Background: an optimization exercise with open tools, aiming at small area. Do not read the settings as production practice. At most, simulation tests tie the RTL to the original design; equivalence was not proved.

==> flow/design.v (excerpt) <==
module AudioEffects(
input AUD_BCLK,
input rst,
input sw1,
input sw2,
input sw3,
input sw4,
input sw5,
input AUD_ADCDAT,
input AUD_ADCLRCK,
input AUD_DACLRCK,
output AUD_DACDAT
);
Settings: LEC_CHECK=0, CAP_MARGIN=20, CORE_MARGIN=2, CORE_UTILIZATION=40, CTS_BUF_LIST=sky130_fd_sc_hd__clkbuf_16, CTS_CLUSTER_DIAMETER=100, CTS_CLUSTER_SIZE=24, SLEW_MARGIN=20; clock period 10.0 ns.
run.sh (not shown) runs the stock make flow with config.mk's settings and CLKGATE_MAP_FILE= SYNTH_SCRIPT=/design/flow/synth_recipe.tcl, a recipe that flattens the netlist after the stock synthesis.
The starting point produced a layout that fails on negative setup slack.
Edit:
--- a/flow/design.v
+++ b/flow/design.v
@@ -661,41 +661,47 @@
 assign fs265 = fs229 ^ hc186 ^ fc228;
 assign fc266 = (fs229 & hc186) | (fc228 & (fs229 ^ hc186));
 assign fs267 = fs231 ^ fc190 ^ fc230;
 assign fc268 = (fs231 & fc190) | (fc230 & (fs231 ^ fc190));
 assign fs269 = fs233 ^ hc194 ^ fc232;
 assign fc270 = (fs233 & hc194) | (fc232 & (fs233 ^ hc194));
 assign fs271 = fc196 ^ hc198 ^ fc234;
 assign fc272 = (fc196 & hc198) | (fc234 & (fc196 ^ hc198));
 assign sa = {1'b1, fs271, fs269, fs267, fs265, fs263, fs261, fs259, fs257, fs255, fs253, fs251, fs249, fs247, fs245, fs243, fs241, fs239, fs237, hs235};
 assign sb = {fc272, fc270, fc268, fc266, fc264, fc262, fc260, fc258, fc256, fc254, fc252, fc250, fc248, fc246, fc244, fc242, fc240, fc238, hc236, comb};
-wire [20:0] cc;
-wire [19:0] s0;
+wire [20:0] cc;    
+wire [19:0] s0;    
 wire [19:0] s;
-wire [20:15] ones;    
 assign cc[0] = 1'b0;
-assign cc[15] = 1'b0;
+assign cc[7] = 1'b0;
+assign cc[13] = 1'b0;
 genvar gi;
 generate for (gi = 0; gi < 20; gi = gi + 1) begin : rca
 	assign s0[gi] = sa[gi] ^ sb[gi] ^ cc[gi];
-	if (gi != 15 - 1)
+	if (gi != 6 && gi != 12)
 		assign cc[gi+1] = (sa[gi] & sb[gi]) | (cc[gi] & (sa[gi] ^ sb[gi]));
 end endgenerate
-wire clo = (sa[15-1] & sb[15-1]) | (cc[15-1] & (sa[15-1] ^ sb[15-1]));
-assign ones[15] = 1'b1;
-generate for (gi = 0; gi < 20; gi = gi + 1) begin : inc
-	if (gi < 15)
-		assign s[gi] = s0[gi];
-	else begin
-		assign ones[gi+1] = ones[gi] & s0[gi];
-		assign s[gi] = s0[gi] ^ (clo & ones[gi]);
-	end
+assign s[6:0] = s0[6:0];
+wire cin7 = (sa[6] & sb[6]) | (cc[6] & (sa[6] ^ sb[6]));
+wire [13:7] ones7;   
+assign ones7[7] = 1'b1;
+generate for (gi = 7; gi < 13; gi = gi + 1) begin : inc7
+	assign ones7[gi+1] = ones7[gi] & s0[gi];
+	assign s[gi] = s0[gi] ^ (cin7 & ones7[gi]);
+end endgenerate
+wire cout13 = (sa[12] & sb[12]) | (cc[12] & (sa[12] ^ sb[12]));
+wire cin13 = cout13 | (cin7 & ones7[13]);
+wire [20:13] ones13;   
+assign ones13[13] = 1'b1;
+generate for (gi = 13; gi < 20; gi = gi + 1) begin : inc13
+	assign ones13[gi+1] = ones13[gi] & s0[gi];
+	assign s[gi] = s0[gi] ^ (cin13 & ones13[gi]);
 end endgenerate
 wire negfrac = s[19] & (s[2:0] != 3'd0);
 wire [16:0] aones;   
 wire [15:0] avg;
 assign aones[0] = 1'b1;
 genvar ai;
 generate for (ai = 0; ai < 16; ai = ai + 1) begin : div
 	assign aones[ai+1] = aones[ai] & s[ai+3];
 	assign avg[ai] = s[ai+3] ^ (negfrac & aones[ai]);
 end endgenerate
Outcome: Now the flow finished clean. Clock-buffer cell count does not change. Sequential share of layout area came out higher by 0.91 points. Worst setup slack gains 0.95 ns. Final area came out lower by 1.6%. Register-to-register slack gains 1.5 ns. Flip-flop and latch count is unchanged. Synthesized cell count came out higher by about 2.8%. Die area came out higher by about 0.65%. Worst hold slack gains 0.018 ns. Fmax came out higher by about 10%.
Function not checked in the first run of this note: the RTL went through the layout flow alone.

========
== 02-16 ==
Another version of the RTL of AudioEffects (not shown whole).
Size in the first run: ~410 flip-flops, about 11 I/O pins.
Settings: LEC_CHECK=0, ABC_AREA=1, CAP_MARGIN=20, CORE_MARGIN=2, CORE_UTILIZATION=40, CTS_BUF_LIST=sky130_fd_sc_hd__clkbuf_16, CTS_CLUSTER_DIAMETER=100, CTS_CLUSTER_SIZE=24, SLEW_MARGIN=20; clock period 10.0 ns.
standard.sh (not shown) runs the stock make flow with config.mk's settings and CLKGATE_MAP_FILE= SYNTH_SCRIPT=/design/flow/synth_recipe.tcl, a recipe that flattens the netlist after the stock synthesis.
==> flow/flow/run.sh <==
#!/bin/bash
# Own layout flow: the standard flow (standard.sh) with three changes.
#  - Synthesis is synth_recipe.tcl unchanged except that its ABC call (the
#    mapping of the logic between the registers to cells, after the
#    registers are mapped) uses the area-oriented script abc_amap.script.
#  - The clock tree is built without dummy loads, from clusters of up to
#    24 sinks.
#  - The ports are buffered with buf_1 cells.
# standard.sh's output goes to standard.log, each ORFS step's to orfs/logs.
set -euo pipefail
here=$(pwd)
{
  echo 'proc abc {args} {'
  echo '  set i [lsearch $args -script]'
  echo "  if {\$i >= 0} { lset args [expr {\$i + 1}] $here/flow/abc_amap.script }"
  echo '  yosys abc {*}$args'
  echo '}'
  cat synth_recipe.tcl
} > flow/area_synth.tcl
grep -q 'SYNTH_SCRIPT=' standard.sh
sed "s#SYNTH_SCRIPT=[^ ]*#SYNTH_SCRIPT=$here/flow/area_synth.tcl#" standard.sh > flow/standard_area.sh
export CTS_ARGS="-sink_clustering_enable -repair_clock_nets -sink_clustering_size 24 -sink_clustering_max_diameter 100 -buf_list sky130_fd_sc_hd__clkbuf_16 -dont_use_dummy_load"
export BUFFER_PORTS_ARGS="-buffer_cell sky130_fd_sc_hd__buf_1"
bash flow/standard_area.sh > standard.log 2>&1
==> flow/flow/abc_amap.script <==
strash
dch
amap
topo
==> flow/flow/area_synth.tcl <==
proc abc {args} {
  set i [lsearch $args -script]
  if {$i >= 0} { lset args [expr {$i + 1}] /design/flow/flow/abc_amap.script }
  yosys abc {*}$args
}
proc synth {args} { yosys synth -nofsm -noshare {*}$args }
source $::env(SCRIPTS_DIR)/synth.tcl
# left out here: clear keep_hierarchy, flatten, clean up, hide names made inside functions, write 1_2_yosys.v
==> flow/flow/standard_area.sh <==
#!/bin/bash
# The standard flow's own layout of this design, on the ORFS make targets given (by default finish). After
# finish it leaves the final layout's DEF at /design/flow/out/final.def.
set -euo pipefail
make -C /OpenROAD-flow-scripts/flow DESIGN_CONFIG=/design/flow/config.mk WORK_HOME=/design/flow/orfs CLKGATE_MAP_FILE= SYNTH_SCRIPT=/design/flow/flow/area_synth.tcl ABC_AREA=1 CAP_MARGIN=20 CORE_MARGIN=2 CORE_UTILIZATION=40 CTS_BUF_LIST=sky130_fd_sc_hd__clkbuf_16 CTS_CLUSTER_DIAMETER=100 CTS_CLUSTER_SIZE=24 SLEW_MARGIN=20 "${@:-finish}"
if [[ -f /design/flow/orfs/results/sky130hd/AudioEffects/base/6_final.odb ]]; then
  : # left out here: write the final layout as DEF
fi
--- input diff 02-16..04-19 ---
--- a/flow/design.v
+++ b/flow/design.v
@@ -93,12 +93,13 @@
 end
 assign AUD_DACDAT = ((s == BITS) ? sr[31] : msb) ^ invert;
 endmodule
 module FxCore(
 input [143:0] xl,
 input [143:0] xr,
+input [15:0] dflt,
 input chR,
 input lpf,
 input hpf,
 input comb,
 input mavg,
 output [15:0] y
@@ -113,12 +114,13 @@
 wire [15:0] u3 = {~x[63], x[62:48]};
 wire [15:0] u4 = {~x[79], x[78:64]};
 wire [15:0] u5 = {~x[95], x[94:80]};
 wire [15:0] u6 = {~x[111], x[110:96]};
 wire [15:0] u7 = {~x[127], x[126:112]};
 wire [15:0] u8 = {~x[143], x[142:128]};
+wire [15:0] ud = {~dflt[15], dflt[14:0]};
 wire hs1;
 wire hc2;
 wire fs3;
 wire fc4;
 wire fs5;
 wire fc6;
@@ -367,13 +369,13 @@
 wire [19:0] sa;
 wire [19:0] sb;
 wire [17:0] qa = {18{useO}} & oa;
 wire [17:0] qb = {18{useO}} & ob;
 wire [17:0] ra = {{2{useE}} & ea[17:16], ({16{useE}} & ea[15:0]) | ({16{comb}} & ~u8)};
 wire [17:0] rb = {18{useE}} & eb;
-wire [15:0] p = (comb ? u0 : u4) ^ {16{hpf}};
+wire [15:0] p = ((lpf | hpf | mavg) ? u4 : comb ? u0 : ud) ^ {16{hpf}};
 assign hs1 = u1[0] ^ u3[0];
 assign hc2 = u1[0] & u3[0];
 assign fs3 = u1[1] ^ u3[1] ^ u5[1];
 assign fc4 = (u1[1] & u3[1]) | (u5[1] & (u1[1] ^ u3[1]));
 assign fs5 = u1[2] ^ u3[2] ^ u5[2];
 assign fc6 = (u1[2] & u3[2]) | (u5[2] & (u1[2] ^ u3[2]));
@@ -698,19 +700,20 @@
 end
 reg [3:0] selD;
 always @(posedge AUD_BCLK)
 	selD <= {sw5, sw4, sw3, sw2};
 wire [3:0] sel = phase ? selD : {sw5, sw4, sw3, sw2};
 wire [15:0] dflt = phase ? adcR : adcL;
-wire isFx = (sel == 4'b1000) | (sel == 4'b0100) | (sel == 4'b0010) | (sel == 4'b0001);
-wire hpf = (sel == 4'b0100);
-wire [15:0] fx;
-FxCore core(.xl(lineL), .xr(lineR), .chR(phase),
-	.lpf(sel[3]), .hpf(sel[2]), .comb(sel[1]), .mavg(sel[0]),
-	.y(fx));
-wire [15:0] half = isFx ? fx : dflt;
+wire lpf  = (sel == 4'b1000);
+wire hpf  = (sel == 4'b0100);
+wire comb = (sel == 4'b0010);
+wire mavg = (sel == 4'b0001);
+wire [15:0] half;
+FxCore core(.xl(lineL), .xr(lineR), .dflt(dflt), .chR(phase),
+	.lpf(lpf), .hpf(hpf), .comb(comb), .mavg(mavg),
+	.y(half));
 AudioDAC myDAC(
 .AUD_BCLK(AUD_BCLK),
 .rst(rst),
 .AUD_DACLRCK(AUD_DACLRCK),
 .half(half),
 .inv(hpf),
[summary]
Comparing 04-19 with 02-16, the total congestion overflow after global routing came out essentially unchanged. Status: portion of the layout cell area used by clock cells parity (04-19, 02-16). Comparing global-route usage for 02-16 and 04-19, the bigger number came from 02-16. Delta (04-19 minus 02-16): global routing usage on met1 went down by 0.93 points; critical path depth fell 3; post-DP HPWL -about 7%; non-clock inverter count in the final layout now smaller. Compared with 02-16, in 04-19 maximum frequency went up 2.6 MHz, netlist area before placement held. Re non-clock buffer count: 02-16 was higher than 04-19.
No functional check of the RTL was part of 02-16.

[what the ideal ports hide]
How much do the figures lean on ideal ports? The routed layouts below were timed once more, with nothing changed but the port constraints. Step 1 sets driving cells, clkbuf_16 on the clock port and buf_2 on the other inputs (assumed; they add their load-dependent delay and slew). Step 2 adds t to the input delays and takes it off the output delays; t is the mean of the earliest and latest rising clock arrival at the registers after step 1. Input paths then give back, and output paths get back, about the clock's delay inside the block. Slacks: ideal / step 1 / step 2; pairs: ideal / step 1.
run	t, ns	slack for setup (ns)	worst register clock-pin slew, ns	pins driven straight from the clock port
the first run of note 1	0.605	-0.453 / -0.440 / -1.045	0.10 / 0.10	1
the second run of note 1	0.585	0.498 / 0.527 / -0.057	0.10 / 0.10	1
02-16	0.581	0.498 / 0.525 / -0.055	0.10 / 0.10	1
04-19	0.583	0.729 / 0.758 / 0.176	0.10 / 0.10	1
Met with ideal ports but missed after step 2: setup timing in the second run of note 1 and 02-16. The setup slack of the first run of note 1, which loses most, moves by +0.013 ns with the drivers and by -0.592 ns with both steps.
